What follows belongs to an exercise in optimizing a design on an open flow for small area; a production flow would make more cautious choices. The RTL was checked by simulation tests, not by an equivalence proof against the original design. Power and IR drop assume default switching activity.

==> design.v <==
module appr_mult_basic_unit (
  input  wire [1:0] iDigit,
  input  wire [7:0] iData,
  input  wire [8:0] iTimes3,
  output wire [8:0] oPartial
);
assign oPartial = (iDigit == 2'd1) ? {1'b0, iData} :
                  (iDigit == 2'd2) ? {iData, 1'b0} :
                  (iDigit == 2'd3) ? iTimes3 : 9'd0;
endmodule
module appr_mult (
  input  wire [7:0] iData,
  output wire [8:0] oTimes3
);
wire [7:0] e;
generate
  genvar i;
  for (i = 0; i < 4; i = i + 1) begin : g
    assign e[2*i]   = iData[2*i] & iData[2*i+1];
    assign e[2*i+1] = 1'b0;
  end
endgenerate
assign oTimes3 = {1'b0, iData} + {iData, 1'b0} - {e, 1'b0};
endmodule
module pe (
  input  wire        iClk,
  input  wire        iClear,      
  input  wire [7:0]  iData,
  input  wire [8:0]  iTimes3,
  input  wire [7:0]  iWeight,
  input  wire [4:0]  iShift,
  output reg  [7:0]  oResult
);
reg  [19:0] acc;
wire [8:0]  partial [0:3];
wire [15:0] product;
generate
  genvar j;
  for (j = 0; j < 4; j = j + 1) begin : digit
    appr_mult_basic_unit u (
      .iDigit(iWeight[2*j+1:2*j]),
      .iData(iData),
      .iTimes3(iTimes3),
      .oPartial(partial[j])
    );
  end
endgenerate
assign product = partial[0] + (partial[1] << 2) + (partial[2] << 4) + (partial[3] << 6);
always @(posedge iClk) begin
  if (iClear) begin
    acc <= 20'd0;
  end else begin
    acc <= acc + {4'd0, product};
  end
end
wire [19:0] shifted = acc >> iShift;
always @(posedge iClk) begin
  if (iClear) begin
    oResult <= shifted[7:0];
  end
end
endmodule
module pe_cube (
  input  wire         iClk,
  input  wire         iRst,
  input  wire         iValid,
  input  wire [31:0]  iDataRam,
  input  wire [31:0]  iWeightRam,
  input  wire [8:0]   iPattern,
  input  wire [1:0]   iPassLeft,
  input  wire         iCap0,
  input  wire [3:0]   iPost,
  output wire [215:0] oResult
);
localparam PATTERN_1 = 3'd0,
           PATTERN_2 = 3'd1,
           PATTERN_3 = 3'd2,
           PATTERN_4 = 3'd3,
           PATTERN_5 = 3'd4;
wire [7:0] d2 = iValid ? iDataRam[31:24] : 8'd0;
wire [4:0] shift_in = iValid ? iWeightRam[28:24] : 5'd0;
reg  [1:0] pass_dly [0:1];
wire [1:0] pass [0:2];
assign pass[0] = iPassLeft;
assign pass[1] = pass_dly[0];
assign pass[2] = pass_dly[1];
always @(posedge iClk) begin
  if (iRst) begin
    pass_dly[0] <= 2'd0;
    pass_dly[1] <= 2'd0;
  end else begin
    pass_dly[0] <= iPassLeft;
    pass_dly[1] <= pass_dly[0];
  end
end
wire [4:0] cap;
assign cap[0] = iCap0;
assign cap[1] = (iPost == 4'd1);
assign cap[2] = (iPost == 4'd2);
assign cap[3] = (iPost == 4'd3);
assign cap[4] = (iPost == 4'd4);
wire [4:0] shift [0:4];
assign shift[0] = iWeightRam[28:24];    
assign shift[1] = iWeightRam[28:24];
assign shift[2] = 5'd0;                 
assign shift[3] = shift_in;
assign shift[4] = shift_in;
reg  [7:0] cache [0:8];
reg  [7:0] dly   [0:8];
wire [7:0] x     [0:8];
wire [8:0] t3    [0:8];
reg  [7:0] w     [0:2][1:6];
generate
  genvar k, a, c;
  for (c = 0; c < 3; c = c + 1) begin : col
    wire [2:0] p  = iPattern[3*c+2:3*c];
    wire [7:0] d1 = iValid ? iDataRam[8*c+7:8*c] : 8'd0;
    assign x[c]   = (p == PATTERN_1 || p == PATTERN_2 || p == PATTERN_3) ? d1 :
                    (p == PATTERN_4 || p == PATTERN_5) ? d2 : 8'd0;
    assign x[3+c] = (p == PATTERN_2 || p == PATTERN_3 || p == PATTERN_4) ? d1 :
                    (p == PATTERN_1 || p == PATTERN_5) ? d2 : 8'd0;
    assign x[6+c] = (p == PATTERN_3 || p == PATTERN_4 || p == PATTERN_5) ? d1 :
                    (p == PATTERN_1 || p == PATTERN_2) ? d2 : 8'd0;
  end
  for (a = 0; a < 3; a = a + 1) begin : arr
    for (c = 0; c < 3; c = c + 1) begin : col
      always @(posedge iClk) begin
        if (c < 2 && pass[a][c % 2]) begin
          cache[3*a+c] <= dly[3*a+(c+1)%3];
        end else begin
          cache[3*a+c] <= x[3*a+c];
        end
        dly[3*a+c] <= cache[3*a+c];
      end
      appr_mult m (.iData(dly[3*a+c]), .oTimes3(t3[3*a+c]));
    end
  end
  for (k = 0; k < 3; k = k + 1) begin : blk
    always @(posedge iClk) begin
      if (iRst) begin
        w[k][1] <= 8'd0;
        w[k][2] <= 8'd0;
        w[k][3] <= 8'd0;
        w[k][4] <= 8'd0;
        w[k][5] <= 8'd0;
        w[k][6] <= 8'd0;
      end else begin
        w[k][1] <= iValid ? iWeightRam[8*k+7:8*k] : 8'd0;
        w[k][2] <= w[k][1];
        w[k][3] <= w[k][2];
        w[k][4] <= w[k][3];
        w[k][5] <= w[k][4];
        w[k][6] <= w[k][5];
      end
    end
    for (a = 0; a < 3; a = a + 1) begin : arr
      for (c = 0; c < 3; c = c + 1) begin : col
        pe u (
          .iClk(iClk),
          .iClear(iRst | cap[a+c]),
          .iData(dly[3*a+c]),
          .iTimes3(t3[3*a+c]),
          .iWeight(w[k][a+c+2]),
          .iShift(shift[a+c]),
          .oResult(oResult[8*(9*k+3*a+c)+7:8*(9*k+3*a+c)])
        );
      end
    end
  end
endgenerate
endmodule
module micro_controller (
    input  wire        iClk,
    input  wire        iRst,
    input  wire        iStart,
    output wire        oReady,
    output wire [10:0] oAddrRd,
    output reg         oDataRdValid,
    output reg  [8:0]  oInputPattern,
    output reg  [1:0]  oPassDataLeft,
    output wire        oCap0,         
    output reg  [3:0]  oPost,         
    output wire        oWriteEn,
    output wire [10:0] oAddrWr
);
localparam PATTERN_1 = 3'd0,
           PATTERN_2 = 3'd1,
           PATTERN_3 = 3'd2,
           PATTERN_4 = 3'd3,
           PATTERN_5 = 3'd4,
           NOT_CARE  = 3'd5;
reg       state;
reg [4:0] counter;
reg [8:0] addr_wr;
wire      finish = (counter == 5'd30);
assign oReady   = ~state;
assign oAddrRd  = {4'd0, counter, 2'd0};
assign oCap0    = finish;
assign oWriteEn = oPost[3] & (|oPost[2:0]);
assign oAddrWr  = {addr_wr, 2'd0};
always @(posedge iClk) begin
    if (iRst) begin
        state        <= 1'b0;
        counter      <= 5'd0;
        oDataRdValid <= 1'b0;
    end else begin
        oDataRdValid <= state;
        if (state) begin
            state   <= ~finish;
            counter <= finish ? 5'd0 : counter + 5'd1;
        end else begin
            state   <= iStart;
        end
    end
end
always @(posedge iClk) begin
    if (iRst) begin
        oPost <= 4'd0;
    end else if (finish) begin
        oPost <= 4'd1;
    end else if (oPost != 4'd0) begin
        oPost <= oPost + 4'd1;
    end
end
always @(posedge iClk) begin
    if (iRst) begin
        addr_wr <= 9'd0;
    end else if (oWriteEn) begin
        addr_wr <= addr_wr + 9'd1;
    end
end
always @(posedge iClk) begin
    if (iRst) begin
        oInputPattern <= 'd0;
    end else begin
        case (counter)
            'd0 : oInputPattern <= {NOT_CARE, NOT_CARE, PATTERN_1};
            'd1 : oInputPattern <= {NOT_CARE, PATTERN_1, PATTERN_2};
            'd2 : oInputPattern <= {PATTERN_1, PATTERN_2, PATTERN_3};
            'd3 : oInputPattern <= {PATTERN_2, PATTERN_3, PATTERN_4};
            'd4 : oInputPattern <= {PATTERN_3, PATTERN_4, PATTERN_5};
            'd5 : oInputPattern <= {PATTERN_4, PATTERN_5, NOT_CARE};
            'd6 : oInputPattern <= {PATTERN_5, NOT_CARE, NOT_CARE};
            'd7, 'd16, 'd25 : oInputPattern <= {PATTERN_3, NOT_CARE, NOT_CARE};
            'd8, 'd17, 'd26 : oInputPattern <= {PATTERN_4, NOT_CARE, NOT_CARE};
            'd9, 'd18, 'd27 : oInputPattern <= {PATTERN_5, NOT_CARE, PATTERN_1};
            'd10, 'd19, 'd28 : oInputPattern <= {PATTERN_3, PATTERN_1, PATTERN_2};
            'd11, 'd20, 'd29 : oInputPattern <= {PATTERN_4, PATTERN_2, PATTERN_3};
            'd12, 'd21, 'd30 : oInputPattern <= {PATTERN_5, PATTERN_3, PATTERN_4};
            'd13, 'd22 : oInputPattern <= {PATTERN_3, PATTERN_4, PATTERN_5};
            'd14, 'd23 : oInputPattern <= {PATTERN_4, PATTERN_5, NOT_CARE};
            'd15, 'd24 : oInputPattern <= {PATTERN_5, NOT_CARE, NOT_CARE};
            default : oInputPattern <= {NOT_CARE, NOT_CARE, NOT_CARE};
        endcase
    end
end
always @(posedge iClk) begin
    if (iRst) begin
        oPassDataLeft <= 'd0;
    end else begin
        case (counter)
            'd3, 'd12, 'd21, 'd30 : oPassDataLeft <= 2'd1;
            'd4, 'd5, 'd6, 'd7, 'd8,
            'd13, 'd14, 'd15, 'd16, 'd17,
            'd22, 'd23, 'd24, 'd25, 'd26 : oPassDataLeft <= 2'd3;
            'd9, 'd18, 'd27 : oPassDataLeft <= 2'd2;
            default : oPassDataLeft <= 2'd0;
        endcase
    end
end
endmodule
module systolic_cube_with_mc #(
    parameter ARRAY_NUM = 3,
    parameter BLOCK_NUM = 3,
    parameter CUBE_NUM  = 3,  
    parameter RAM_DEPTH = 2048
) (
    input  wire                         iClk,
    input  wire                         iRst,
    input  wire                         iStart,
    output wire                         oReady,
    output wire [$clog2(RAM_DEPTH)-1:0] oAddrForDataWeightRam,
    input  wire [31:0]                  iDataFromDataRam,
    input  wire [31:0]                  iWeightFromWeightRam,
    output wire                         oWrEnForResultRam,
    output wire [$clog2(RAM_DEPTH)-1:0] oAddrForResultRam,
    output wire [31:0]                  oDataToResultRam
);
wire         valid;
wire [8:0]   pattern;
wire [1:0]   pass_left;
wire         cap0;
wire [3:0]   post;
wire [215:0] result;
micro_controller micro_controller_i (
    .iClk(iClk),
    .iRst(iRst),
    .iStart(iStart),
    .oReady(oReady),
    .oAddrRd(oAddrForDataWeightRam),
    .oDataRdValid(valid),
    .oInputPattern(pattern),
    .oPassDataLeft(pass_left),
    .oCap0(cap0),
    .oPost(post),
    .oWriteEn(oWrEnForResultRam),
    .oAddrWr(oAddrForResultRam)
);
pe_cube pe_cube_i (
    .iClk(iClk),
    .iRst(iRst),
    .iValid(valid),
    .iDataRam(iDataFromDataRam),
    .iWeightRam(iWeightFromWeightRam),
    .iPattern(pattern),
    .iPassLeft(pass_left),
    .iCap0(cap0),
    .iPost(post),
    .oResult(result)
);
reg [31:0] word;
always @(*) begin
    case (post)
        4'd9  : word = result[31:0];
        4'd10 : word = result[63:32];
        4'd11 : word = result[95:64];
        4'd12 : word = result[127:96];
        4'd13 : word = result[159:128];
        4'd14 : word = result[191:160];
        4'd15 : word = {8'd0, result[215:192]};
        default : word = 32'd0;
    endcase
end
assign oDataToResultRam = word;
endmodule
==> run.sh <==
#!/bin/bash
# synth_recipe.tcl (not shown) runs the flow's synth.tcl, then flattens the netlist and writes it again
# the make line also repeats each setting of config.mk as NAME=value (left out here)
make -C /OpenROAD-flow-scripts/flow DESIGN_CONFIG=/design/flow/config.mk WORK_HOME=/design/flow/orfs CLKGATE_MAP_FILE= SYNTH_SCRIPT=/design/flow/synth_recipe.tcl finish
==> config.mk <==
export PLATFORM = sky130hd
export DESIGN_NAME = systolic_cube_with_mc
export DESIGN_NICKNAME = systolic_cube_with_mc
export VERILOG_FILES = /design/flow/design.v
export SDC_FILE = /design/flow/constraint.sdc
export NUM_CORES = 4
export LEC_CHECK = 0
export CAP_MARGIN = 20
export CORE_MARGIN = 2
export CORE_UTILIZATION = 45
export SLEW_MARGIN = 20
==> constraint.sdc <==
create_clock -name core_clock -period 10.0 [get_ports {iClk}]
set_input_delay 2.0000 -clock core_clock [delete_from_list [all_inputs] [get_ports {iClk}]]
set_output_delay 2.0000 -clock core_clock [all_outputs]
set_load 0.01 [all_outputs]
==> qor.txt, run 1 <==
====================================================================================
Final Max Slew Viols                                                               0
Power Internal                                                              7.386 mW
Routed WL per cell                                                          25.32 µm
Clock power share                                                              0.456
Clock Tree Buf Depth                                                               3
Synthesized instance count                                                     10770
Reg2Reg Capture Point                                                   pe_cube_i.blk[2].arr[0].col[1].u.acc[17]
Switching component of the power                                            3.225 mW
Deepest level of the CTS H-tree                                                    3
Launch point of the worst hold path                                     pe_cube_i.cache[2][5]
Most used flip-flop cell after synthesis                                sky130_fd_sc_hd__dfxtp_1
Port Buf Inserts                                                                 111
Share of flip-flops with an asynchronous set or reset after synthesis              0
Largest clock skew in the final design                                      59.35 ps
Total congestion overflow                                                          0
DRC                                                                                0
Die Footprint                                                             205400 µm²
Number of I/O pins                                                               123
Power Density                                                           108.2 nW/µm²
Switching share of power                                                      0.3039
Setup TNS Final                                                                 0 ps
Power after layout                                                          10.61 mW
Kind of critical path                                                        reg2reg
Cell depth of the worst hold path                                                  0
All-layer global routing usage                                                0.3165
Crit share post-route                                                         0.7370
Number of nets with antenna violations after detailed routing                      0
Area used by multi-input combinational logic                               63010 µm²
Via count of the routed design                                                 81070
Reg clk slew, reported paths                                                   70 ps
Hold Violations, Final                                                             0
Slowest Stage Delay on Critical Path                                          820 ps
CTS-repair resized insts                                                           0
Post-synth cell types                                                             90
RSZ-0062 raised after global routing                                           false
Area of the core                                                          200100 µm²
Sort of element at the end of the critical path                            flip-flop
Hold_buf cts                                                                       0
Maximum number of pins on one net before global-route repair                     102
Total wire length after detailed routing                                   333400 µm
Standard-cell rows                                                               164
LEAKAGE                                                                     44.03 nW
Finish-stage setup viols                                                           0
Area Growth Syn to Fin                                                        8.056%
Net total in the final layout                                                  11860
Worst voltage drop across the vdd grid                                      163.0 µV
Clock tree from TritonCTS                                                      built
Sequential element share of the synthesized area                              0.2379
Count of maximum capacitance violations                                            0
Share of layout cells above drive strength 1                                 0.06643
Seq pwr share                                                                  0.401
Avg Synthesized Cell Area                                                  8.431 µm²
Buffer and inverter count on the worst path                                        6
Most common cell after layout, fill and taps aside                      sky130_fd_sc_hd__nand2_1
Reg area                                                                   21600 µm²
Core occupancy in the finished layout                                         0.4904
Half-perimeter wire length of the detailed placement result                247000 µm
Result of the run                                   no timing/DRC/antenna violations
Number of flops mapped to enable cells by yosys                                  216
Warnings, synthesis                                                               12
Post-route minimum period                                                    7370 ps
Critical path data arrival time                                              8010 ps
First-pass GRT wire length                                                 493600 µm
Max Fanout on Critical Path                                                       23
Number of antenna violations at the first check in global routing                 27
Clock buffers created by TritonCTS                                               118
Beginning of the worst register-to-register path                        pe_cube_i.dly[1][1]
Clk Latency, worst-skew pair                                                  820 ps
Standard cell with the maximum stage delay on the critical path         sky130_fd_sc_hd__ha_1
Commonest cells after routing, fill and taps aside                      sky130_fd_sc_hd__nand2_1 (1248), sky130_fd_sc_hd__ha_1 (915), sky130_fd_sc_hd__inv_1 (778)
Top Family by Delay on Critical Path                                     adder cells
Post-synthesis register bit count                                                971
Number of clock sinks seen by CTS                                                971
Die X                                                                       453.2 µm
Data required time at the worst endpoint                                    10640 ps
Final-layout fill cell count                                                   18830
Number of DRC violations after detailed-routing iteration 0                     9063
Hold worst-path end                                                     pe_cube_i.dly[2][5]
Fraction of power consumed by combinational cells                              0.143
Max-Slew Margin vs Limit                                                      0.2345
Reg-to-reg setup timing slack                                                2630 ps
Number of optimization iterations in the first detailed-route pass                11
Worst setup SP type                                                        flip-flop
Clk Tree Root Cell                                                      sky130_fd_sc_hd__clkbuf_16
Highest clock frequency the design can meet                                135.7 MHz
Post-synthesis instance area                                               90800 µm²
Placer congestion estimate                                                    0.9593
Die height                                                                  453.2 µm
Vias in the first global route                                                 77010
Initial core utilization                                                      0.4538
Depth of the most critical reg-to-reg path                                        25
Count of buffers added by post-CTS timing repair for setup                         0
Via count normalized by instance count                                         6.157
Slew of the pin with the lowest slew margin                                  1146 ps
Type of the worst min-delay path                                             reg2reg
====================================================================================
[synthesized netlist by cell type, types with 129 or more instances]
cell | number | area [µm²]
sky130_fd_sc_hd__ha_1 | 915 | 11450
sky130_fd_sc_hd__inv_1 | 782 | 2935
sky130_fd_sc_hd__nand2_1 | 1250 | 4692
sky130_fd_sc_hd__fa_1 | 489 | 9789
sky130_fd_sc_hd__nor2b_1 | 228 | 1426
sky130_fd_sc_hd__mux2i_1 | 210 | 2102
sky130_fd_sc_hd__a21oi_1 | 743 | 3719
sky130_fd_sc_hd__nand3_1 | 164 | 820.8
sky130_fd_sc_hd__and3_1 | 129 | 807.0
sky130_fd_sc_hd__a21o_1 | 144 | 1081
sky130_fd_sc_hd__a22o_1 | 219 | 1918
sky130_fd_sc_hd__dfxtp_1 | 755 | 15110
sky130_fd_sc_hd__and2_1 | 277 | 1733
sky130_fd_sc_hd__clkbuf_1 | 670 | 2515
sky130_fd_sc_hd__xnor2_1 | 172 | 1506
sky130_fd_sc_hd__nor2_1 | 700 | 2628
sky130_fd_sc_hd__xor2_1 | 132 | 1156
sky130_fd_sc_hd__a31oi_1 | 174 | 1089
sky130_fd_sc_hd__a22oi_1 | 307 | 2305
sky130_fd_sc_hd__o21ai_0 | 631 | 3158
sky130_fd_sc_hd__edfxtp_1 | 216 | 6486
sky130_fd_sc_hd__a211oi_1 | 195 | 1464
[power groups by stage]
| stage | clock (mW) | sequential [mW] | combinational (mW) |
|---|---|---|---|
| after global placement | 0 | 4.34 | 1.45 |
| after CTS | 4.90 | 4.25 | 1.47 |
| after detailed placement | 0 | 4.34 | 1.47 |
| final | 4.84 | 4.26 | 1.52 |
| after floorplan | 0 | 4.24 | 0.944 |
| after global routing | 5.04 | 4.26 | 1.60 |
[worst max-delay path by stage]
stage	slack (ps)	startpoint	cells after the start	end
finish	2630	pe_cube_i.dly[1][1]	25	pe_cube_i.blk[2].arr[0].col[1].u.acc[17]
global route	2340	pe_cube_i.dly[3][2]	23	pe_cube_i.blk[1].arr[1].col[0].u.acc[18]
CTS	2810	pe_cube_i.dly[1][1]	25	pe_cube_i.blk[2].arr[0].col[1].u.acc[17]
detailed placement	2860	pe_cube_i.dly[1][1]	25	pe_cube_i.blk[2].arr[0].col[1].u.acc[17]
global placement	2880	pe_cube_i.dly[1][1]	25	pe_cube_i.blk[2].arr[0].col[1].u.acc[17]
floorplan	3900	pe_cube_i.dly[5][2]	28	pe_cube_i.blk[1].arr[1].col[2].u.acc[18]
[through the flow]
step	worst slack, ps	instances	cell area (µm²)	hold WS [ps]
6_report	2630	13170	98110	326.3
5_1_grt	2345	13150	98070	328.3
4_1_cts	2813	13150	98060	326.8
3_5_place_dp	2855	12920	93680	312.1
3_3_place_gp	2883	12920	93670	310.3
2_1_floorplan	3901	10780	90820	309.6
[per-layer routing]
| layer | part of all wire | wire (µm) | track usage | up-vias |
|---|---|---|---|---|
| met3 | 0.10 | 34380 | 0.07067 | 667 |
| met2 | 0.43 | 143100 | 0.4754 | 3960 |
| li1 | - | - | - | 37140 |
| met5 | 0.00028 | 92 | 0 | - |
| met1 | 0.42 | 138800 | 0.4313 | 39290 |
| met4 | 0.051 | 16980 | 0.1470 | 14 |
[kinds of logic (layout without fill, tap and decap cells)]
group,after synthesis,in the layout,share of synthesized area
AOI/OAI and AO/OA,2952,2952,0.2108
xor gates and xnor gates,304,304,0.02932
adders and majority gates,1404,1404,0.2339
buffers and inverters,1634,1351,0.06977
DFF,971,971,0.2379
muxes,386,386,0.05949
other,1,26,0.00004130
and+or+nand+nor,3117,3117,0.1588
[cell type report]
type / count / area share
Timing Repair Buffer: 326 / 0.02792
Multi-Input combinational cell: 8171 / 0.6423
Tap cell: 2656 / 0.03387
Antenna cell: 18 / 0.0004591
Sequential cell: 971 / 0.2202
Clock inverter: 82 / 0.01115
Inverter: 800 / 0.03073
Clock buffer: 143 / 0.03340
[state kept, by name, indices dropped and copies added, names as in the netlist]
register,cells
micro_controller_i.addr_wr,9
micro_controller_i.counter,5
micro_controller_i.oDataRdValid,1
micro_controller_i.oInputPattern,9
micro_controller_i.oPassDataLeft,2
micro_controller_i.oPost,4
micro_controller_i.state,1
pe_cube_i.blk.arr.col.u.acc,432
pe_cube_i.blk.arr.col.u.oResult,216
pe_cube_i.cache,72
pe_cube_i.dly,72
pe_cube_i.pass_dly,4
pe_cube_i.w,144
==> run 2: changes to the inputs <==
--- a/design.v
+++ b/design.v
@@ -6,5 +6,7 @@
 );
-assign oPartial = (iDigit == 2'd1) ? {1'b0, iData} :
-                  (iDigit == 2'd2) ? {iData, 1'b0} :
-                  (iDigit == 2'd3) ? iTimes3 : 9'd0;
+wire s1 = iDigit[0] & ~iDigit[1];
+wire s2 = iDigit[1] & ~iDigit[0];
+wire s3 = iDigit[1] & iDigit[0];
+assign oPartial[0]   = iDigit[0] & iData[0];
+assign oPartial[8:1] = ({8{s1}} & {1'b0, iData[7:1]}) | ({8{s2}} & iData) | ({8{s3}} & iTimes3[8:1]);
 endmodule
@@ -34,22 +36,198 @@
 reg  [19:0] acc;
-wire [8:0]  partial [0:3];
-wire [15:0] product;
-generate
-  genvar j;
-  for (j = 0; j < 4; j = j + 1) begin : digit
-    appr_mult_basic_unit u (
-      .iDigit(iWeight[2*j+1:2*j]),
-      .iData(iData),
-      .iTimes3(iTimes3),
-      .oPartial(partial[j])
-    );
-  end
-endgenerate
-assign product = partial[0] + (partial[1] << 2) + (partial[2] << 4) + (partial[3] << 6);
+wire [19:0] accg = iClear ? 20'd0 : acc;
+wire [8:0]  p0, p1, p2, p3;
+wire [19:0] sum;
+appr_mult_basic_unit u0 (.iDigit(iWeight[1:0]), .iData(iData), .iTimes3(iTimes3), .oPartial(p0));
+appr_mult_basic_unit u1 (.iDigit(iWeight[3:2]), .iData(iData), .iTimes3(iTimes3), .oPartial(p1));
+appr_mult_basic_unit u2 (.iDigit(iWeight[5:4]), .iData(iData), .iTimes3(iTimes3), .oPartial(p2));
+appr_mult_basic_unit u3 (.iDigit(iWeight[7:6]), .iData(iData), .iTimes3(iTimes3), .oPartial(p3));
+wire s1;
+wire c2;
+wire s3;
+wire c4;
+wire s5;
+wire c6;
+wire s7;
+wire c8;
+wire s9;
+wire c10;
+wire s11;
+wire c12;
+wire s13;
+wire c14;
+wire s15;
+wire c16;
+wire s17;
+wire c18;
+wire s19;
+wire c20;
+wire s21;
+wire c22;
+wire s23;
+wire c24;
+wire s25;
+wire c26;
+wire s27;
+wire c28;
+wire s29;
+wire c30;
+wire s31;
+wire c32;
+wire s33;
+wire c34;
+wire s35;
+wire c36;
+wire s37;
+wire c38;
+wire s39;
+wire c40;
+wire s41;
+wire c42;
+wire s43;
+wire c44;
+wire s45;
+wire c46;
+wire s47;
+wire c48;
+wire s49;
+wire c50;
+wire s51;
+wire c52;
+wire s53;
+wire c54;
+wire s55;
+wire c56;
+wire s57;
+wire c58;
+wire s59;
+wire c60;
+wire s61;
+wire c62;
+wire s63;
+wire c64;
+wire s65;
+wire c66;
+wire s67;
+wire c68;
+wire s69;
+wire c70;
+wire s71;
+wire c72;
+wire s73;
+wire c74;
+wire s75;
+wire c76;
+wire s77;
+wire c78;
+wire s79;
+wire c80;
+wire s81;
+wire c82;
+wire s83;
+wire c84;
+wire s85;
+wire c86;
+wire s87;
+wire c88;
+wire s89;
+wire c90;
+wire s91;
+wire c92;
+wire s93;
+assign s1 = accg[6] ^ p0[6];
+assign c2 = accg[6] & p0[6];
+assign s3 = accg[7] ^ p0[7] ^ p1[5];
+assign c4 = (accg[7] & p0[7]) | (p1[5] & (accg[7] ^ p0[7]));
+assign s5 = accg[8] ^ p0[8] ^ p1[6];
+assign c6 = (accg[8] & p0[8]) | (p1[6] & (accg[8] ^ p0[8]));
+assign s7 = accg[9] ^ p1[7];
+assign c8 = accg[9] & p1[7];
+assign s9 = accg[10] ^ p1[8];
+assign c10 = accg[10] & p1[8];
+assign s11 = accg[4] ^ p0[4];
+assign c12 = accg[4] & p0[4];
+assign s13 = accg[5] ^ p0[5] ^ p1[3];
+assign c14 = (accg[5] & p0[5]) | (p1[3] & (accg[5] ^ p0[5]));
+assign s15 = p1[4] ^ p2[2] ^ p3[0];
+assign c16 = (p1[4] & p2[2]) | (p3[0] & (p1[4] ^ p2[2]));
+assign s17 = p2[3] ^ p3[1] ^ c2;
+assign c18 = (p2[3] & p3[1]) | (c2 & (p2[3] ^ p3[1]));
+assign s19 = p2[4] ^ p3[2] ^ c4;
+assign c20 = (p2[4] & p3[2]) | (c4 & (p2[4] ^ p3[2]));
+assign s21 = p2[5] ^ p3[3] ^ c6;
+assign c22 = (p2[5] & p3[3]) | (c6 & (p2[5] ^ p3[3]));
+assign s23 = p2[6] ^ p3[4] ^ c8;
+assign c24 = (p2[6] & p3[4]) | (c8 & (p2[6] ^ p3[4]));
+assign s25 = accg[11] ^ p2[7] ^ p3[5];
+assign c26 = (accg[11] & p2[7]) | (p3[5] & (accg[11] ^ p2[7]));
+assign s27 = accg[12] ^ p2[8];
+assign c28 = accg[12] & p2[8];
+assign s29 = accg[2] ^ p0[2];
+assign c30 = accg[2] & p0[2];
+assign s31 = accg[3] ^ p0[3] ^ p1[1];
+assign c32 = (accg[3] & p0[3]) | (p1[1] & (accg[3] ^ p0[3]));
+assign s33 = p1[2] ^ p2[0] ^ s11;
+assign c34 = (p1[2] & p2[0]) | (s11 & (p1[2] ^ p2[0]));
+assign s35 = p2[1] ^ c12 ^ s13;
+assign c36 = (p2[1] & c12) | (s13 & (p2[1] ^ c12));
+assign s37 = s1 ^ c14 ^ s15;
+assign c38 = (s1 & c14) | (s15 & (s1 ^ c14));
+assign s39 = s3 ^ c16 ^ s17;
+assign c40 = (s3 & c16) | (s17 & (s3 ^ c16));
+assign s41 = s5 ^ c18 ^ s19;
+assign c42 = (s5 & c18) | (s19 & (s5 ^ c18));
+assign s43 = s7 ^ c20 ^ s21;
+assign c44 = (s7 & c20) | (s21 & (s7 ^ c20));
+assign s45 = s9 ^ c22 ^ s23;
+assign c46 = (s9 & c22) | (s23 & (s9 ^ c22));
+assign s47 = c10 ^ c24 ^ s25;
+assign c48 = (c10 & c24) | (s25 & (c10 ^ c24));
+assign s49 = p3[6] ^ c26 ^ s27;
+assign c50 = (p3[6] & c26) | (s27 & (p3[6] ^ c26));
+assign s51 = accg[13] ^ p3[7] ^ c28;
+assign c52 = (accg[13] & p3[7]) | (c28 & (accg[13] ^ p3[7]));
+assign s53 = accg[14] ^ p3[8];
+assign c54 = accg[14] & p3[8];
+assign s55 = accg[0] ^ p0[0];
+assign c56 = accg[0] & p0[0];
+assign s57 = accg[1] ^ p0[1] ^ c56;
+assign c58 = (accg[1] & p0[1]) | (c56 & (accg[1] ^ p0[1]));
+assign s59 = p1[0] ^ s29 ^ c58;
+assign c60 = (p1[0] & s29) | (c58 & (p1[0] ^ s29));
+assign s61 = c30 ^ s31 ^ c60;
+assign c62 = (c30 & s31) | (c60 & (c30 ^ s31));
+assign s63 = c32 ^ s33 ^ c62;
+assign c64 = (c32 & s33) | (c62 & (c32 ^ s33));
+assign s65 = c34 ^ s35 ^ c64;
+assign c66 = (c34 & s35) | (c64 & (c34 ^ s35));
+assign s67 = c36 ^ s37 ^ c66;
+assign c68 = (c36 & s37) | (c66 & (c36 ^ s37));
+assign s69 = c38 ^ s39 ^ c68;
+assign c70 = (c38 & s39) | (c68 & (c38 ^ s39));
+assign s71 = c40 ^ s41 ^ c70;
+assign c72 = (c40 & s41) | (c70 & (c40 ^ s41));
+assign s73 = c42 ^ s43 ^ c72;
+assign c74 = (c42 & s43) | (c72 & (c42 ^ s43));
+assign s75 = c44 ^ s45 ^ c74;
+assign c76 = (c44 & s45) | (c74 & (c44 ^ s45));
+assign s77 = c46 ^ s47 ^ c76;
+assign c78 = (c46 & s47) | (c76 & (c46 ^ s47));
+assign s79 = c48 ^ s49 ^ c78;
+assign c80 = (c48 & s49) | (c78 & (c48 ^ s49));
+assign s81 = c50 ^ s51 ^ c80;
+assign c82 = (c50 & s51) | (c80 & (c50 ^ s51));
+assign s83 = c52 ^ s53 ^ c82;
+assign c84 = (c52 & s53) | (c82 & (c52 ^ s53));
+assign s85 = accg[15] ^ c54 ^ c84;
+assign c86 = (accg[15] & c54) | (c84 & (accg[15] ^ c54));
+assign s87 = accg[16] ^ c86;
+assign c88 = accg[16] & c86;
+assign s89 = accg[17] ^ c88;
+assign c90 = accg[17] & c88;
+assign s91 = accg[18] ^ c90;
+assign c92 = accg[18] & c90;
+assign s93 = accg[19] ^ c92;
+assign sum = {s93, s91, s89, s87, s85, s83, s81, s79, s77, s75, s73, s71, s69, s67, s65, s63, s61, s59, s57, s55};
 always @(posedge iClk) begin
-  if (iClear) begin
-    acc <= 20'd0;
-  end else begin
-    acc <= acc + {4'd0, product};
-  end
+  acc <= sum;
 end
@@ -70,2 +248,3 @@
   input  wire [1:0]   iPassLeft,
+  input  wire         iHold0,
   input  wire         iCap0,
@@ -101,2 +280,5 @@
 assign cap[4] = (iPost == 4'd4);
+wire [4:0] hold;
+assign hold[0] = iHold0;
+assign hold[4:1] = cap[3:0];
 wire [4:0] shift [0:4];
@@ -111,3 +293,3 @@
 wire [8:0] t3    [0:8];
-reg  [7:0] w     [0:2][1:6];
+reg  [7:0] w     [0:2][1:5];
 generate
@@ -134,3 +316,3 @@
       end
-      appr_mult m (.iData(dly[3*a+c]), .oTimes3(t3[3*a+c]));
+      appr_mult m (.iData(cache[3*a+c]), .oTimes3(t3[3*a+c]));
     end
@@ -145,3 +327,2 @@
         w[k][5] <= 8'd0;
-        w[k][6] <= 8'd0;
       end else begin
@@ -152,5 +333,8 @@
         w[k][5] <= w[k][4];
-        w[k][6] <= w[k][5];
       end
     end
+    wire [7:0] wd [0:4];
+    for (a = 0; a < 5; a = a + 1) begin : tap
+      assign wd[a] = (iRst | hold[a]) ? 8'd0 : w[k][a+1];
+    end
     for (a = 0; a < 3; a = a + 1) begin : arr
@@ -160,5 +344,5 @@
           .iClear(iRst | cap[a+c]),
-          .iData(dly[3*a+c]),
+          .iData(cache[3*a+c]),
           .iTimes3(t3[3*a+c]),
-          .iWeight(w[k][a+c+2]),
+          .iWeight(wd[a+c]),
           .iShift(shift[a+c]),
@@ -180,2 +364,3 @@
     output reg  [1:0]  oPassDataLeft,
+    output wire        oHold0,        
     output wire        oCap0,         
@@ -198,2 +383,3 @@
 assign oCap0    = finish;
+assign oHold0   = (counter == 5'd29);
 assign oWriteEn = oPost[3] & (|oPost[2:0]);
@@ -291,2 +477,3 @@
 wire [1:0]   pass_left;
+wire         hold0;
 wire         cap0;
@@ -303,2 +490,3 @@
     .oPassDataLeft(pass_left),
+    .oHold0(hold0),
     .oCap0(cap0),
@@ -316,2 +504,3 @@
     .iPassLeft(pass_left),
+    .iHold0(hold0),
     .iCap0(cap0),
--- a/config.mk
+++ b/config.mk
@@ -7,2 +7,3 @@
 export LEC_CHECK = 0
+export ABC_AREA = 1
 export CAP_MARGIN = 20
==> run 2 against run 1 <==
Net effect:
- cell count decreased by 3.4%
- global-route usage increased by 5.6 points
- die area decreased by 15%
- clock-buffer cell count unchanged
- combinational power increased by 100%
- still clean on timing, DRC and antenna
- sequential power decreased by 0.9%
- largest cell class unchanged
- final area decreased by 11%
==> qor.txt, run 2 <==
====================================================================================
Sequential element share of the synthesized area                              0.2673
Power after layout                                                          11.53 mW
Number of flops mapped to enable cells by yosys                                  216
CTS-repair resized insts                                                           0
Data required time at the worst endpoint                                    10660 ps
All-layer global routing usage                                                0.3726
Placer congestion estimate                                                     1.028
Area Growth Syn to Fin                                                        12.72%
Result of the run                                   no timing/DRC/antenna violations
Share of Yosys cell area claimed by the top area cell type                    0.1921
Clock Tree Buf Depth                                                               3
DRC                                                                                0
Routed WL per cell                                                          25.92 µm
Flip-flop count of the largest register after layout                             432
Kind of critical path                                                         in2reg
Buffer and inverter count on the worst path                                        5
Final-layout fill cell count                                                   16710
Fin area                                                                   87030 µm²
Number of optimization iterations in the first detailed-route pass                 7
Hold slack                                                                  406.1 ps
Maximum number of pins on one net before global-route repair                     147
Type of the worst min-delay path                                             reg2reg
Die X                                                                       418.2 µm
Standard cell with the maximum stage delay on the critical path         sky130_fd_sc_hd__fa_1
Number of antenna violations at the first check in global routing                 19
First-pass GRT wire length                                                 477000 µm
Total wire length after detailed routing                                   329900 µm
Clk Tree Root Cell                                                      sky130_fd_sc_hd__clkbuf_16
Reg clk slew, reported paths                                                   70 ps
Power Density                                                           132.5 nW/µm²
Count of maximum capacitance violations                                            0
Warnings, synthesis                                                               12
Hold Violations, Final                                                             0
Net total in the final layout                                                  11520
Post-synthesis register bit count                                                923
Worst voltage drop across the vdd grid                                      209.8 µV
Share of layout cells above drive strength 1                                 0.09627
Met2 routing resource usage after global routing                              0.5691
Finish-stage setup viols                                                           0
Sort of element at the end of the critical path                            flip-flop
GR met3 Demand/Resource                                                      0.06596
Commonest cells after routing, fill and taps aside                      sky130_fd_sc_hd__nand2_1 (2071), sky130_fd_sc_hd__inv_1 (1784), sky130_fd_sc_hd__nor2_1 (782)
Largest clock skew in the final design                                      39.99 ps
Number of cells in the design after placement                                  12510
Port Buf Inserts                                                                 111
Slew of the pin with the lowest slew margin                                  1374 ps
Clock tree from TritonCTS                                                      built
Number of clock sinks seen by CTS                                                923
Slowest Stage Delay on Critical Path                                          560 ps
Synth area leader                                                       sky130_fd_sc_hd__fa_1
Post-synth cell types                                                             48
Total congestion overflow                                                          0
Post-synthesis instance area                                               77210 µm²
Die Footprint                                                             174900 µm²
Core occupancy in the finished layout                                         0.5090
Synth top cells by count                                                sky130_fd_sc_hd__nand2_1 (2075), sky130_fd_sc_hd__inv_1 (1786), sky130_fd_sc_hd__nor2_1 (789)
Initial core utilization                                                      0.4516
Area of the core                                                          171000 µm²
LEAKAGE                                                                     39.29 nW
Max-Slew Margin vs Limit                                                     0.07426
Synthesized instance count                                                     10130
Avg Synthesized Cell Area                                                  7.621 µm²
Register name with the most flops                                       pe_cube_i.blk.arr.col.u.acc
Top Registers                                                           pe_cube_i.blk.arr.col.u.acc: 432 flops, pe_cube_i.blk.arr.col.u.oResult: 216 flops, pe_cube_i.w: 120 flops
Critical Path Most Common Cell                                          sky130_fd_sc_hd__fa_1
Final Max Slew Viols                                                               0
Number of nets with antenna violations after detailed routing                      0
Max Fanout on Critical Path                                                       10
Highest clock frequency the design can meet                                104.0 MHz
Most common cell after layout, fill and taps aside                      sky130_fd_sc_hd__nand2_1
Half-perimeter wire length of the detailed placement result                256600 µm
Most Crowded Layer GR                                                           met2
Routing usage on met1                                                         0.4734
Post-route minimum period                                                    9614 ps
Deepest level of the CTS H-tree                                                    3
Clock buffers created by TritonCTS                                               111
Number of DRC violations after detailed-routing iteration 0                     8549
Hold_buf cts                                                                       0
Via count of the routed design                                                 72850
Top Family by Delay on Critical Path                                     adder cells
Cell types occupying the most area after synthesis                      sky130_fd_sc_hd__fa_1 (19%), sky130_fd_sc_hd__dfxtp_1 (18%), sky130_fd_sc_hd__nand2_1 (10%)
Worst setup SP type                                                       input port
Post-DP Area                                                               83200 µm²
Count leader, synth                                                     sky130_fd_sc_hd__nand2_1
Non-Filler Instances                                                           12730
Clk Latency, worst-skew pair                                                  780 ps
Vias in the first global route                                                 70090
Crit share post-route                                                         0.9614
Via count normalized by instance count                                         5.725
Critical path data arrival time                                             10270 ps
Die height                                                                  418.2 µm
Most used flip-flop cell after synthesis                                sky130_fd_sc_hd__dfxtp_1
Share of flip-flops with an asynchronous set or reset after synthesis              0
Count of buffers added by post-CTS timing repair for setup                         0
RSZ-0062 raised after global routing                                           false
Standard-cell rows                                                               152
Number of I/O pins                                                               123
====================================================================================
==> run 2: cells by family after synthesis <==
family	after synthesis	synth area share
buffers and inverters	2445	0.1241
adder cells (fa/ha/maj)	1069	0.2453
other	1	0.00004857
XOR/XNOR	70	0.007940
flip-flops	923	0.2673
multiplexers	50	0.006482
AO/OA/AOI/OAI	2140	0.1673
AND/OR/NAND/NOR	3434	0.1816
==> run 2: layout make-up <==
class                      instances  area [µm²]  share of cell area
multi-input combinational       6771       47100              0.5411
tap                             2233        2794             0.03210
clock inverter                    65       658.1            0.007562
clock buffer                     143        3124             0.03590
antenna                           11       27.53           0.0003163
inverter                        1890        7102             0.08160
timing repair buffer             689        5589             0.06422
sequential                       923       20640              0.2372
==> run 2: report_power, final <==
group | switching, mW | internal, mW
registers | 0.190 | 4.03
logic | 2.22 | 0.827
clock network | 1.84 | 2.43
==> run 2: metrics by stage <==
stage / setup WS (ps) / TNS (ps)
CTS: 439.0 / 0
global route: 199.4 / 0
detailed placement: -345.1 / -8001
floorplan: -11.63 / -11.63
finish: 385.7 / 0
global placement: -281.3 / -6081
==> run 2: path summary, 6_finish.rpt <==
check	depth (start not counted)	from	endpoint	slack, ps
max	27	iRst	pe_cube_i.blk[0].arr[2].col[1].u.acc[19]	390
min	0	pe_cube_i.blk[1].arr[0].col[2].u.acc[2]	pe_cube_i.blk[1].arr[0].col[2].u.oResult[2]	410
max reg2reg	27	micro_controller_i.oPost[0]	pe_cube_i.blk[1].arr[2].col[1].u.acc[19]	840
min reg2reg	0	pe_cube_i.blk[1].arr[0].col[2].u.acc[2]	pe_cube_i.blk[1].arr[0].col[2].u.oResult[2]	410
==> run 2: worst register-to-register path, stage by stage (launching register included) <==
cell and delay, ps:
sky130_fd_sc_hd__dfxtp_1 400, sky130_fd_sc_hd__inv_1 100, sky130_fd_sc_hd__ha_1 280, sky130_fd_sc_hd__nand2_2 450, sky130_fd_sc_hd__buf_4 360, sky130_fd_sc_hd__nand2_1 100, sky130_fd_sc_hd__nor2_1 260, sky130_fd_sc_hd__inv_1 160
sky130_fd_sc_hd__buf_4 200, sky130_fd_sc_hd__o221ai_1 290, sky130_fd_sc_hd__ha_1 310, sky130_fd_sc_hd__fa_1 470, sky130_fd_sc_hd__fa_1 450, sky130_fd_sc_hd__fa_1 410, sky130_fd_sc_hd__fa_1 410, sky130_fd_sc_hd__fa_1 410
sky130_fd_sc_hd__fa_1 400, sky130_fd_sc_hd__fa_1 410, sky130_fd_sc_hd__fa_1 420, sky130_fd_sc_hd__fa_1 400, sky130_fd_sc_hd__fa_1 390, sky130_fd_sc_hd__fa_1 470, sky130_fd_sc_hd__fa_1 420, sky130_fd_sc_hd__fa_1 380
sky130_fd_sc_hd__ha_1 210, sky130_fd_sc_hd__ha_1 190, sky130_fd_sc_hd__ha_1 190, sky130_fd_sc_hd__xnor2_1 130
==> run 2: per-layer routing <==
layer,part of all wire,vias up
met4,0.091,8
li1,-,33180
met5,0.00020,-
met1,0.39,34840
met3,0.087,966
met2,0.43,3859
==> run 3: changes to the inputs <==
--- a/design.v
+++ b/design.v
@@ -280,2 +280,16 @@
 assign cap[4] = (iPost == 4'd4);
+reg  [2:0] since_rst;    
+always @(posedge iClk) begin
+  if (iRst) begin
+    since_rst <= 3'd1;
+  end else if (since_rst != 3'd6) begin
+    since_rst <= since_rst + 3'd1;
+  end
+end
+wire [4:0] young;
+assign young[0] = (since_rst <= 3'd1);
+assign young[1] = (since_rst <= 3'd2);
+assign young[2] = (since_rst <= 3'd3);
+assign young[3] = (since_rst <= 3'd4);
+assign young[4] = (since_rst <= 3'd5);
 wire [4:0] hold;
@@ -321,15 +335,7 @@
     always @(posedge iClk) begin
-      if (iRst) begin
-        w[k][1] <= 8'd0;
-        w[k][2] <= 8'd0;
-        w[k][3] <= 8'd0;
-        w[k][4] <= 8'd0;
-        w[k][5] <= 8'd0;
-      end else begin
-        w[k][1] <= iValid ? iWeightRam[8*k+7:8*k] : 8'd0;
-        w[k][2] <= w[k][1];
-        w[k][3] <= w[k][2];
-        w[k][4] <= w[k][3];
-        w[k][5] <= w[k][4];
-      end
+      w[k][1] <= iValid ? iWeightRam[8*k+7:8*k] : 8'd0;
+      w[k][2] <= w[k][1];
+      w[k][3] <= w[k][2];
+      w[k][4] <= w[k][3];
+      w[k][5] <= w[k][4];
     end
@@ -337,3 +343,3 @@
     for (a = 0; a < 5; a = a + 1) begin : tap
-      assign wd[a] = (iRst | hold[a]) ? 8'd0 : w[k][a+1];
+      assign wd[a] = (iRst | hold[a] | young[a]) ? 8'd0 : w[k][a+1];
     end
--- a/config.mk
+++ b/config.mk
@@ -11,2 +11,3 @@
 export CORE_UTILIZATION = 45
+export CTS_BUF_LIST = sky130_fd_sc_hd__clkbuf_4
 export SLEW_MARGIN = 20
==> run 3 against run 2 <==
Net effect:
- maximum frequency grew 3.9%
- sequential share of layout area increased by 0.37 points
- cell count is 0.24% lower
- combinational power rose by 8.6%
==> qor.txt, run 3 <==
====================================================================================
Die X                                                                       413.4 µm
Placer congestion estimate                                                     1.021
Half-perimeter wire length of the detailed placement result                252000 µm
Clk Latency, worst-skew pair                                                 1430 ps
Result of the run                                   no timing/DRC/antenna violations
Power after layout                                                          11.57 mW
Synth area leader                                                       sky130_fd_sc_hd__fa_1
Slew of the pin with the lowest slew margin                                  1302 ps
Standard cell with the maximum stage delay on the critical path         sky130_fd_sc_hd__fa_1
Reg2Reg Capture Point                                                   pe_cube_i.blk[2].arr[2].col[2].u.acc[19]
Number of nets with antenna violations after detailed routing                      0
Depth of the most critical reg-to-reg path                                        27
Highest clock frequency the design can meet                                108.1 MHz
Top Family by Delay on Critical Path                                     adder cells
Count leader, synth                                                     sky130_fd_sc_hd__nand2_1
Cell types occupying the most area after synthesis                      sky130_fd_sc_hd__fa_1 (20%), sky130_fd_sc_hd__dfxtp_1 (19%), sky130_fd_sc_hd__nand2_1 (8.8%)
Standard-cell rows                                                               150
Post-DP Area                                                               82380 µm²
Area of the core                                                          166800 µm²
Max-Slew Margin vs Limit                                                      0.1227
Routed WL per cell                                                          25.99 µm
Slowest Stage Delay on Critical Path                                          530 ps
Post-synth cell types                                                             50
Number of I/O pins                                                               123
Vias in the first global route                                                 71480
Synthesized instance count                                                      9727
Fin area                                                                   85950 µm²
Hold_buf cts                                                                       0
Max Fanout on Critical Path                                                        6
Count of buffers added by post-CTS timing repair for setup                         0
Largest clock skew in the final design                                      116.3 ps
Share of layout cells above drive strength 1                                  0.1148
Post-synthesis instance area                                               75420 µm²
Warnings, synthesis                                                               12
Number of optimization iterations in the first detailed-route pass                 7
Cell depth of the worst setup path                                                32
Deepest level of the CTS H-tree                                                    5
Synth top cells by count                                                sky130_fd_sc_hd__nand2_1 (1763), sky130_fd_sc_hd__inv_1 (1727), sky130_fd_sc_hd__o21ai_0 (814)
Reg-to-reg setup timing slack                                                 770 ps
Clock Tree Buf Depth                                                               4
Data required time at the worst endpoint                                    11210 ps
Post-route minimum period                                                    9250 ps
Clock tree from TritonCTS                                                      built
Number of DRC violations after detailed-routing iteration 0                     7901
Commonest cells after routing, fill and taps aside                      sky130_fd_sc_hd__nand2_1 (1758), sky130_fd_sc_hd__inv_1 (1723), sky130_fd_sc_hd__o21ai_0 (814)
Buffer and inverter count on the worst path                                        8
Port Buf Inserts                                                                 111
Total wire length after detailed routing                                   329900 µm
Beginning of the worst register-to-register path                        pe_cube_i.cache[8][4]
Critical path data arrival time                                             10460 ps
All-layer global routing usage                                                0.3832
Count of maximum capacitance violations                                            0
Area used by multi-input combinational logic                               46040 µm²
Power Density                                                           134.6 nW/µm²
Share of flip-flops with an asynchronous set or reset after synthesis              0
Final-layout fill cell count                                                   16350
Flip-flop count of the largest register after layout                             432
Net total in the final layout                                                  11410
Via count normalized by instance count                                         5.750
Clock buffers created by TritonCTS                                               291
Most common cell after layout, fill and taps aside                      sky130_fd_sc_hd__nand2_1
Register name with the most flops                                       pe_cube_i.blk.arr.col.u.acc
Avg Synthesized Cell Area                                                  7.754 µm²
Worst voltage drop across the vdd grid                                      165.6 µV
Post-synthesis register bit count                                                926
Final Max Slew Viols                                                               0
Worst setup startpoint                                                          iRst
Finish-stage setup viols                                                           0
Initial core utilization                                                      0.4520
CTS-repair resized insts                                                           0
Crit share post-route                                                         0.9250
Share of Yosys cell area claimed by the top area cell type                    0.1970
Top Registers                                                           pe_cube_i.blk.arr.col.u.acc: 432 flops, pe_cube_i.blk.arr.col.u.oResult: 216 flops, pe_cube_i.w: 120 flops
Maximum number of pins on one net before global-route repair                     119
Sort of element at the end of the critical path                            flip-flop
Most used flip-flop cell after synthesis                                sky130_fd_sc_hd__dfxtp_1
Non-Filler Instances                                                           12700
Total congestion overflow                                                          0
RSZ-0062 raised after global routing                                           false
DRC                                                                                0
Clk Tree Root Cell                                                      sky130_fd_sc_hd__clkbuf_4
Via count of the routed design                                                 72990
Area Growth Syn to Fin                                                        13.97%
First-pass GRT wire length                                                 474800 µm
Critical Path Most Common Cell                                          sky130_fd_sc_hd__fa_1
Number of flops mapped to enable cells by yosys                                  216
LEAKAGE                                                                     38.86 nW
Hold Violations, Final                                                             0
Number of antenna violations at the first check in global routing                 18
Number of cells in the design after placement                                  12180
Hold slack                                                                  364.6 ps
Destination of the critical timing path                                 pe_cube_i.blk[2].arr[2].col[2].u.acc[19]
Reg area                                                                   20700 µm²
Type of the worst min-delay path                                             reg2reg
Die Footprint                                                             170900 µm²
Sequential element share of the synthesized area                              0.2745
Die height                                                                  413.4 µm
Reg clk slew, reported paths                                                   70 ps
Launch point of the worst hold path                                     pe_cube_i.blk[1].arr[2].col[0].u.acc[0]
Kind of critical path                                                         in2reg
Worst setup SP type                                                       input port
Core occupancy in the finished layout                                         0.5152
Number of clock sinks seen by CTS                                                926
====================================================================================
==> run 3: logic make-up after synthesis <==
group | count (synthesis) | share of synthesized area
AO/OA/AOI/OAI | 2388 | 0.1895
other | 1 | 0.00004972
flip-flops | 926 | 0.2745
AND/OR/NAND/NOR | 2880 | 0.1514
adder cells (fa/ha/maj) | 1074 | 0.2520
multiplexers | 50 | 0.006636
XOR/XNOR | 79 | 0.009174
buffers and inverters | 2329 | 0.1168
==> run 3: report_power, final <==
part,internal (mW),switching [mW]
clock network,1.99,1.87
registers,4.13,0.281
logic,0.870,2.43
==> run 3: area by class of cell <==
cell class	instances	area share
Multi-Input combinational cell	6479	0.5356
Antenna cell	22	0.0006405
Sequential cell	926	0.2408
Inverter	1810	0.07925
Clock inverter	73	0.004323
Tap cell	2204	0.03208
Timing Repair Buffer	762	0.07067
Clock buffer	419	0.03660
==> run 3: worst min path at each step <==
| stage | endpoint | cells past startpoint |
|---|---|---|
| floorplan | pe_cube_i.dly[5][1] | 0 |
| detailed placement | pe_cube_i.w[8][7] | 0 |
| global placement | pe_cube_i.w[8][7] | 0 |
| global route | pe_cube_i.w[8][7] | 0 |
| finish | pe_cube_i.blk[1].arr[2].col[0].u.oResult[0] | 0 |
| CTS | pe_cube_i.blk[1].arr[2].col[0].u.oResult[0] | 0 |
==> run 3: per-stage QoR <==
step / setup TNS (ps) / setup WS [ps]
floorplan: -22.86 / -22.86
global placement: -17150 / -510.1
detailed placement: -19600 / -571.0
CTS: 0 / 868.2
global route: 0 / 485.5
finish: 0 / 749.9
==> run 3: metal layers <==
metal,wire [µm],GRT usage
met1,126000,0.4715
met2,146200,0.5994
met3,30670,0.08195
met4,26950,0.2673
met5,49,0
==> run 4: changes to the inputs <==
--- a/design.v
+++ b/design.v
@@ -249,4 +249,3 @@
   input  wire         iHold0,
-  input  wire         iCap0,
-  input  wire [3:0]   iPost,
+  input  wire [4:0]   iCap,
   output wire [215:0] oResult
@@ -274,8 +273,3 @@
 end
-wire [4:0] cap;
-assign cap[0] = iCap0;
-assign cap[1] = (iPost == 4'd1);
-assign cap[2] = (iPost == 4'd2);
-assign cap[3] = (iPost == 4'd3);
-assign cap[4] = (iPost == 4'd4);
+wire [4:0] cap = iCap;
 reg  [2:0] since_rst;    
@@ -288,2 +282,6 @@
 end
+reg rst_q;
+always @(posedge iClk) begin
+  rst_q <= iRst;
+end
 wire [4:0] young;
@@ -343,3 +341,3 @@
     for (a = 0; a < 5; a = a + 1) begin : tap
-      assign wd[a] = (iRst | hold[a] | young[a]) ? 8'd0 : w[k][a+1];
+      assign wd[a] = (hold[a] | young[a]) ? 8'd0 : w[k][a+1];
     end
@@ -349,3 +347,3 @@
           .iClk(iClk),
-          .iClear(iRst | cap[a+c]),
+          .iClear(rst_q | cap[a+c]),
           .iData(cache[3*a+c]),
@@ -370,4 +368,4 @@
     output reg  [1:0]  oPassDataLeft,
-    output wire        oHold0,        
-    output wire        oCap0,         
+    output reg         oHold0,        
+    output reg  [4:0]  oCap,          
     output reg  [3:0]  oPost,         
@@ -388,4 +386,2 @@
 assign oAddrRd  = {4'd0, counter, 2'd0};
-assign oCap0    = finish;
-assign oHold0   = (counter == 5'd29);
 assign oWriteEn = oPost[3] & (|oPost[2:0]);
@@ -409,2 +405,11 @@
     if (iRst) begin
+        oHold0 <= 1'b0;
+        oCap   <= 5'd0;
+    end else begin
+        oHold0 <= state & (counter == 5'd28);
+        oCap   <= {oCap[3:0], state & (counter == 5'd29)};
+    end
+end
+always @(posedge iClk) begin
+    if (iRst) begin
         oPost <= 4'd0;
@@ -484,3 +489,3 @@
 wire         hold0;
-wire         cap0;
+wire [4:0]   cap;
 wire [3:0]   post;
@@ -497,3 +502,3 @@
     .oHold0(hold0),
-    .oCap0(cap0),
+    .oCap(cap),
     .oPost(post),
@@ -511,4 +516,3 @@
     .iHold0(hold0),
-    .iCap0(cap0),
-    .iPost(post),
+    .iCap(cap),
     .oResult(result)
--- a/config.mk
+++ b/config.mk
@@ -11,3 +11,2 @@
 export CORE_UTILIZATION = 45
-export CTS_BUF_LIST = sky130_fd_sc_hd__clkbuf_4
 export SLEW_MARGIN = 20
==> run 4 against run 3 <==
Net effect:
- sequential cell count is 7 higher
- global-route usage is 2.9 points lower
- final area is 3.3% lower
- core utilization is 1.7 points lower
- combinational power is about 40% lower
- worst setup slack better by 40 ps
- hold slack better by 6.3 ps
- sequential share of layout area is 0.99 points higher
- non-clock buffer count is 429 lower
- maximum frequency is 0.44% higher
==> qor.txt, run 4 <==
====================================================================================
Depth of the most critical reg-to-reg path                                        27
All-layer global routing usage                                                0.3541
Number of DRC violations after detailed-routing iteration 0                     8158
Routed metal-1 wirelength                                                  124000 µm
Area used by multi-input combinational logic                               46410 µm²
Max Fanout on Critical Path                                                        8
Final-layout fill cell count                                                   16440
Standard-cell rows                                                               150
Cell types occupying the most area after synthesis                      sky130_fd_sc_hd__fa_1 (20%), sky130_fd_sc_hd__dfxtp_1 (19%), sky130_fd_sc_hd__nand2_1 (9.0%)
Count of maximum capacitance violations                                            0
Highest Signal Layer                                                            met5
Number of I/O pins                                                               123
Finish-stage setup viols                                                           0
Die height                                                                  413.9 µm
Commonest cells after routing, fill and taps aside                      sky130_fd_sc_hd__nand2_1 (1814), sky130_fd_sc_hd__inv_1 (1649), sky130_fd_sc_hd__o21ai_0 (896)
Hold slack                                                                  370.9 ps
Kind of critical path                                                        reg2reg
Core occupancy in the finished layout                                         0.4978
Post-synthesis register bit count                                                933
Die Footprint                                                             171300 µm²
Highest clock frequency the design can meet                                108.6 MHz
Setup TNS Final                                                                 0 ps
Data required time at the worst endpoint                                    10630 ps
Clk Tree Root Cell                                                      sky130_fd_sc_hd__clkbuf_16
DRC                                                                                0
Worst voltage drop across the vdd grid                                      144.0 µV
Reg2Reg Capture Point                                                   pe_cube_i.blk[1].arr[0].col[1].u.acc[19]
Final Max Slew Viols                                                               0
First-pass GRT wire length                                                 446000 µm
Hold worst-path end                                                     pe_cube_i.w[1][6]
Buffer and inverter count on the worst path                                        3
Initial core utilization                                                      0.4527
Placer congestion estimate                                                     1.043
Count leader, synth                                                     sky130_fd_sc_hd__nand2_1
Routed length on met2                                                      133800 µm
Sequential element share of the synthesized area                              0.2756
Clock power share                                                              0.409
Power Internal                                                              6.934 mW
Clock Tree Buf Depth                                                               3
Reg-to-reg setup timing slack                                                 790 ps
Via count normalized by instance count                                         5.821
RSZ-0062 raised after global routing                                           false
Worst setup SP type                                                        flip-flop
Routed length on met3                                                       27710 µm
Area of the core                                                          167000 µm²
Post-route minimum period                                                    9210 ps
Synth top cells by count                                                sky130_fd_sc_hd__nand2_1 (1820), sky130_fd_sc_hd__inv_1 (1657), sky130_fd_sc_hd__o21ai_0 (896)
Synth area leader                                                       sky130_fd_sc_hd__fa_1
Synthesized instance count                                                      9769
Crit share post-route                                                         0.9210
Hold_buf cts                                                                       0
Number of antenna violations at the first check in global routing                 14
Cell depth of the worst hold path                                                  0
Number of optimization iterations in the first detailed-route pass                 8
Maximum number of pins on one net before global-route repair                     170
Share of flip-flops with an asynchronous set or reset after synthesis              0
Vias in the first global route                                                 66810
CTS-repair resized insts                                                           0
Launch point of the worst hold path                                     pe_cube_i.w[0][6]
Most common cell after layout, fill and taps aside                      sky130_fd_sc_hd__nand2_1
Standard cell with the maximum stage delay on the critical path         sky130_fd_sc_hd__a211oi_4
Power Density                                                           125.4 nW/µm²
Area Growth Syn to Fin                                                        9.953%
Total congestion overflow                                                          0
Clk Latency, worst-skew pair                                                  780 ps
Routed WL per cell                                                          25.52 µm
Switching component of the power                                            3.494 mW
Seq pwr share                                                                  0.401
Post-synthesis instance area                                               75620 µm²
Share of layout cells above drive strength 1                                 0.05430
Switching share of power                                                      0.3351
Clock buffers created by TritonCTS                                               111
Largest clock skew in the final design                                      45.64 ps
Avg Synthesized Cell Area                                                  7.741 µm²
Number of flops mapped to enable cells by yosys                                  216
Reg area                                                                   20840 µm²
Top Registers                                                           pe_cube_i.blk.arr.col.u.acc: 432 flops, pe_cube_i.blk.arr.col.u.oResult: 216 flops, pe_cube_i.w: 120 flops
Reg clk slew, reported paths                                                   60 ps
Number of clock sinks seen by CTS                                                933
Beginning of the worst register-to-register path                        pe_cube_i.since_rst[0]
Result of the run                                   no timing/DRC/antenna violations
Top Family by Delay on Critical Path                                     adder cells
Slowest Stage Delay on Critical Path                                          650 ps
Port Buf Inserts                                                                 111
Fraction of power consumed by combinational cells                              0.190
Critical path data arrival time                                              9840 ps
Die X                                                                       413.9 µm
Register name with the most flops                                       pe_cube_i.blk.arr.col.u.acc
Max-Slew Margin vs Limit                                                      0.2828
Share of Yosys cell area claimed by the top area cell type                    0.1962
Most used flip-flop cell after synthesis                                sky130_fd_sc_hd__dfxtp_1
Critical Path Most Common Cell                                          sky130_fd_sc_hd__fa_1
Worst setup slack before clock tree synthesis                               915.9 ps
Deepest level of the CTS H-tree                                                    3
Net total in the final layout                                                  10840
LEAKAGE                                                                     36.51 nW
Post-synth cell types                                                             46
Hold Violations, Final                                                             0
Type of the worst min-delay path                                             reg2reg
Clock tree from TritonCTS                                                      built
Total wire length after detailed routing                                   306400 µm
Count of buffers added by post-CTS timing repair for setup                         0
Number of nets with antenna violations after detailed routing                      0
Via count of the routed design                                                 69890
Smallest setup slack after layout                                           790.2 ps
Sort of element at the end of the critical path                            flip-flop
Slew of the pin with the lowest slew margin                                  1075 ps
Half-perimeter wire length of the detailed placement result                232200 µm
Flip-flop count of the largest register after layout                             432
Warnings, synthesis                                                               12
====================================================================================
[run 4: cell count changes after synthesis, moves of 18 or more]
| cell | delta |
|---|---|
| sky130_fd_sc_hd__o221ai_1 | -65 |
| sky130_fd_sc_hd__inv_1 | -70 |
| sky130_fd_sc_hd__o211ai_1 | -39 |
| sky130_fd_sc_hd__o21ai_0 | +82 |
| sky130_fd_sc_hd__a31oi_1 | +26 |
| sky130_fd_sc_hd__a22oi_1 | +54 |
| sky130_fd_sc_hd__nand2_1 | +57 |
| sky130_fd_sc_hd__nand3_1 | +52 |
| sky130_fd_sc_hd__nor2_1 | -71 |
| sky130_fd_sc_hd__o22ai_1 | +18 |
[run 4: worst max-delay path by stage]
stage	start	end	slack [ps]	cells past startpoint
2_1_floorplan	pe_cube_i.rst_q	pe_cube_i.blk[0].arr[1].col[2].u.acc[19]	1130	27
3_3_place_gp	pe_cube_i.since_rst[1]	pe_cube_i.blk[2].arr[1].col[2].u.acc[19]	940	29
3_5_place_dp	pe_cube_i.since_rst[0]	pe_cube_i.blk[2].arr[1].col[2].u.acc[19]	920	29
4_1_cts	pe_cube_i.since_rst[0]	pe_cube_i.blk[2].arr[1].col[2].u.acc[19]	910	29
5_1_grt	pe_cube_i.since_rst[0]	pe_cube_i.blk[1].arr[0].col[1].u.acc[19]	430	27
6_report	pe_cube_i.since_rst[0]	pe_cube_i.blk[1].arr[0].col[1].u.acc[19]	790	27
[run 4: routing by layer]
layer	global-route usage	vias up
li1	-	31800
met1	0.4685	33710
met2	0.5418	3624
met3	0.06916	741
met4	0.2011	4
met5	0	-
[run 4: final cells by class]
| cell class | count | share of cell area |
|---|---|---|
| antenna | 4 | 0.0001204 |
| clock inverter | 51 | 0.006426 |
| clock buffer | 160 | 0.03958 |
| timing repair buffer | 333 | 0.03345 |
| inverter | 1731 | 0.07831 |
| tap | 2204 | 0.03317 |
| sequential | 933 | 0.2507 |
| multi-input combinational | 6589 | 0.5582 |
[run 4: cell families (layout without fill, tap and decap cells)]
family / count (synthesis) / after routing / synth area share
XOR/XNOR: 72 / 72 / 0.008339
AO/OA/AOI/OAI: 2444 / 2444 / 0.1895
buffers and inverters: 2254 / 2275 / 0.1129
multiplexers: 52 / 52 / 0.006883
AND/OR/NAND/NOR: 2938 / 2938 / 0.1553
flip-flops: 933 / 933 / 0.2756
adder cells (fa/ha/maj): 1075 / 1075 / 0.2514
other: 1 / 12 / 0.00004959
[run 4: through the flow]
step	power, mW	cells	instance area, µm²
after floorplan	5.239	9776	75640
after global routing	10.74	12000	83130
final	10.43	12010	83140
after global placement	6.136	11790	79310
after detailed placement	6.148	11790	79310
after CTS	10.40	12000	83130
[run 4: power groups by stage]
stage / Sequential [mW] / Clock (mW) / Combinational (mW)
CTS: 4.17 / 4.33 / 1.90
detailed placement: 4.25 / 0 / 1.89
floorplan: 4.15 / 0 / 1.09
finish: 4.18 / 4.26 / 1.98
global placement: 4.25 / 0 / 1.88
global route: 4.18 / 4.47 / 2.09
==> run 5: changes to the inputs <==
--- a/config.mk
+++ b/config.mk
@@ -11,2 +11,4 @@
 export CORE_UTILIZATION = 45
+export CTS_CLUSTER_DIAMETER = 100
+export CTS_CLUSTER_SIZE = 22
 export SLEW_MARGIN = 20
==> run 5 against run 4 <==
Net effect:
- maximum frequency fell by 0.46%
- worst setup slack got worse by 43 ps
- highest routed layer unchanged
- largest cell class unchanged
- via count fell by 0.17%
- critical endpoint is now pe_cube_i.blk[2].arr[1].col[2].u.acc[19]
- global-route usage fell by 0.24 points
==> qor.txt, run 5 <==
=================================================================================
Result of the run                                no timing/DRC/antenna violations
Clock Tree Buf Depth                                                            3
Die X                                                                    413.9 µm
Total wire length after detailed routing                                305100 µm
Smallest setup slack after layout                                        747.4 ps
First-pass GRT wire length                                              443900 µm
Top Family by Delay on Critical Path                                  adder cells
Hold_buf cts                                                                    0
Number of DRC violations after detailed-routing iteration 0                  8077
Total congestion overflow                                                       0
Number of I/O pins                                                            123
Synthesized instance count                                                   9769
Warnings, synthesis                                                            12
Standard-cell rows                                                            150
Power after layout                                                       8.965 mW
Flip-flop count of the largest register after layout                          432
Post-synth cell types                                                          46
Non-Filler Instances                                                        11910
Vias in the first global route                                              66310
Switching component of the power                                         3.247 mW
Fraction of power consumed by combinational cells                           0.221
Synth area leader                                                    sky130_fd_sc_hd__fa_1
Via count of the routed design                                              69760
Sequential element share of the synthesized area                           0.2756
Max-Slew Margin vs Limit                                                   0.2900
Standard cell with the maximum stage delay on the critical path      sky130_fd_sc_hd__fa_1
Share of Yosys cell area claimed by the top area cell type                 0.1962
Post-route minimum period                                                 9253 ps
Power Internal                                                           5.719 mW
Max Fanout on Critical Path                                                    17
Synth top cells by count                                             sky130_fd_sc_hd__nand2_1 (1820), sky130_fd_sc_hd__inv_1 (1657), sky130_fd_sc_hd__o21ai_0 (896)
Setup TNS Final                                                              0 ps
Final Max Slew Viols                                                            0
Share of layout cells above drive strength 1                              0.04515
Largest clock skew in the final design                                   30.06 ps
Switching share of power                                                   0.3621
Number of antenna violations at the first check in global routing              10
Worst setup SP type                                                     flip-flop
Avg Synthesized Cell Area                                               7.741 µm²
Reg clk slew, reported paths                                                90 ps
Worst voltage drop across the vdd grid                                   146.5 µV
Half-perimeter wire length of the detailed placement result             232200 µm
Slowest Stage Delay on Critical Path                                       530 ps
Post-synthesis instance area                                            75620 µm²
Count of maximum capacitance violations                                         0
Most used flip-flop cell after synthesis                             sky130_fd_sc_hd__dfxtp_1
Worst setup slack before clock tree synthesis                            915.9 ps
Count of buffers added by post-CTS timing repair for setup                      0
Critical Path Most Common Cell                                       sky130_fd_sc_hd__fa_1
RSZ-0062 raised after global routing                                        false
Power Density                                                        110.3 nW/µm²
Die Footprint                                                          171300 µm²
Clk Tree Root Cell                                                   sky130_fd_sc_hd__clkbuf_16
Seq pwr share                                                               0.466
Number of flops mapped to enable cells by yosys                               216
Count leader, synth                                                  sky130_fd_sc_hd__nand2_1
Number of cells in the design after placement                               11790
Initial core utilization                                                   0.4527
Finish-stage setup viols                                                        0
Port Buf Inserts                                                              111
Clock power share                                                           0.313
Hold Violations, Final                                                          0
Number of optimization iterations in the first detailed-route pass              7
Routed WL per cell                                                       25.63 µm
Maximum number of pins on one net before global-route repair                  170
Clk Latency, worst-skew pair                                               740 ps
Most common cell after layout, fill and taps aside                   sky130_fd_sc_hd__nand2_1
CTS-repair resized insts                                                        0
Post-synthesis register bit count                                             933
Net total in the final layout                                               10790
Via count normalized by instance count                                      5.860
=================================================================================
==> run 5: through the flow <==
stage	cell area [µm²]	utilization
global placement	79310	0.4748
CTS	81290	0.4867
floorplan	75640	-
detailed placement	79310	0.4748
finish	81290	0.4867
global route	81290	0.4867
==> run 5: worst paths after layout <==
path                           from                                       end  slack (ps)  cells after the start
min               pe_cube_i.w[0][6]                         pe_cube_i.w[1][6]         380                      0
max reg2reg  pe_cube_i.since_rst[0]  pe_cube_i.blk[2].arr[1].col[2].u.acc[19]         750                     29
max          pe_cube_i.since_rst[0]  pe_cube_i.blk[2].arr[1].col[2].u.acc[19]         750                     29
min reg2reg       pe_cube_i.w[0][6]                         pe_cube_i.w[1][6]         380                      0
==> run 5: final cells by class <==
cell class                 instances  area, µm²
tap                             2204       2758
clock buffer                      85       1627
fill                           16640      85740
antenna                            1      2.502
inverter                        1731       6511
clock inverter                    29      352.8
multi-input combinational       6589      46410
sequential                       933      20840
timing repair buffer             333       2781
==> run 5: power by group through the flow <==
| stage | Clock (mW) | Sequential (mW) | Combinational [mW] |
|---|---|---|---|
| floorplan | 0 | 4.15 | 1.09 |
| global placement | 0 | 4.25 | 1.88 |
| detailed placement | 0 | 4.25 | 1.89 |
| CTS | 2.85 | 4.17 | 1.90 |
| global route | 2.97 | 4.18 | 2.09 |
| finish | 2.80 | 4.18 | 1.98 |
==> run 5: worst register-to-register path, delay by kind of cell (launching register included) <==
kind,cells,cell delay (ps)
AOI/OAI and AO/OA,2,380
xor gates and xnor gates,1,120
adders and majority gates,17,6370
buffers and inverters,4,790
DFF,1,380
and+or+nand+nor,5,1120
==> run 5: cell families after synthesis <==
kind of cell	after synthesis	share of synthesized area
XOR/XNOR	72	0.008339
flip-flops	933	0.2756
AO/OA/AOI/OAI	2444	0.1895
other	1	0.00004959
multiplexers	52	0.006883
adder cells (fa/ha/maj)	1075	0.2514
buffers and inverters	2254	0.1129
AND/OR/NAND/NOR	2938	0.1553
==> run 5: metal layers <==
metal  track usage  part of all wire  up-vias
li1              -                 -    31640
met1        0.4675              0.40    33700
met2        0.5418              0.44     3676
met3       0.06334             0.093      749
met4        0.1945             0.069        8
met5             0           0.00016        -
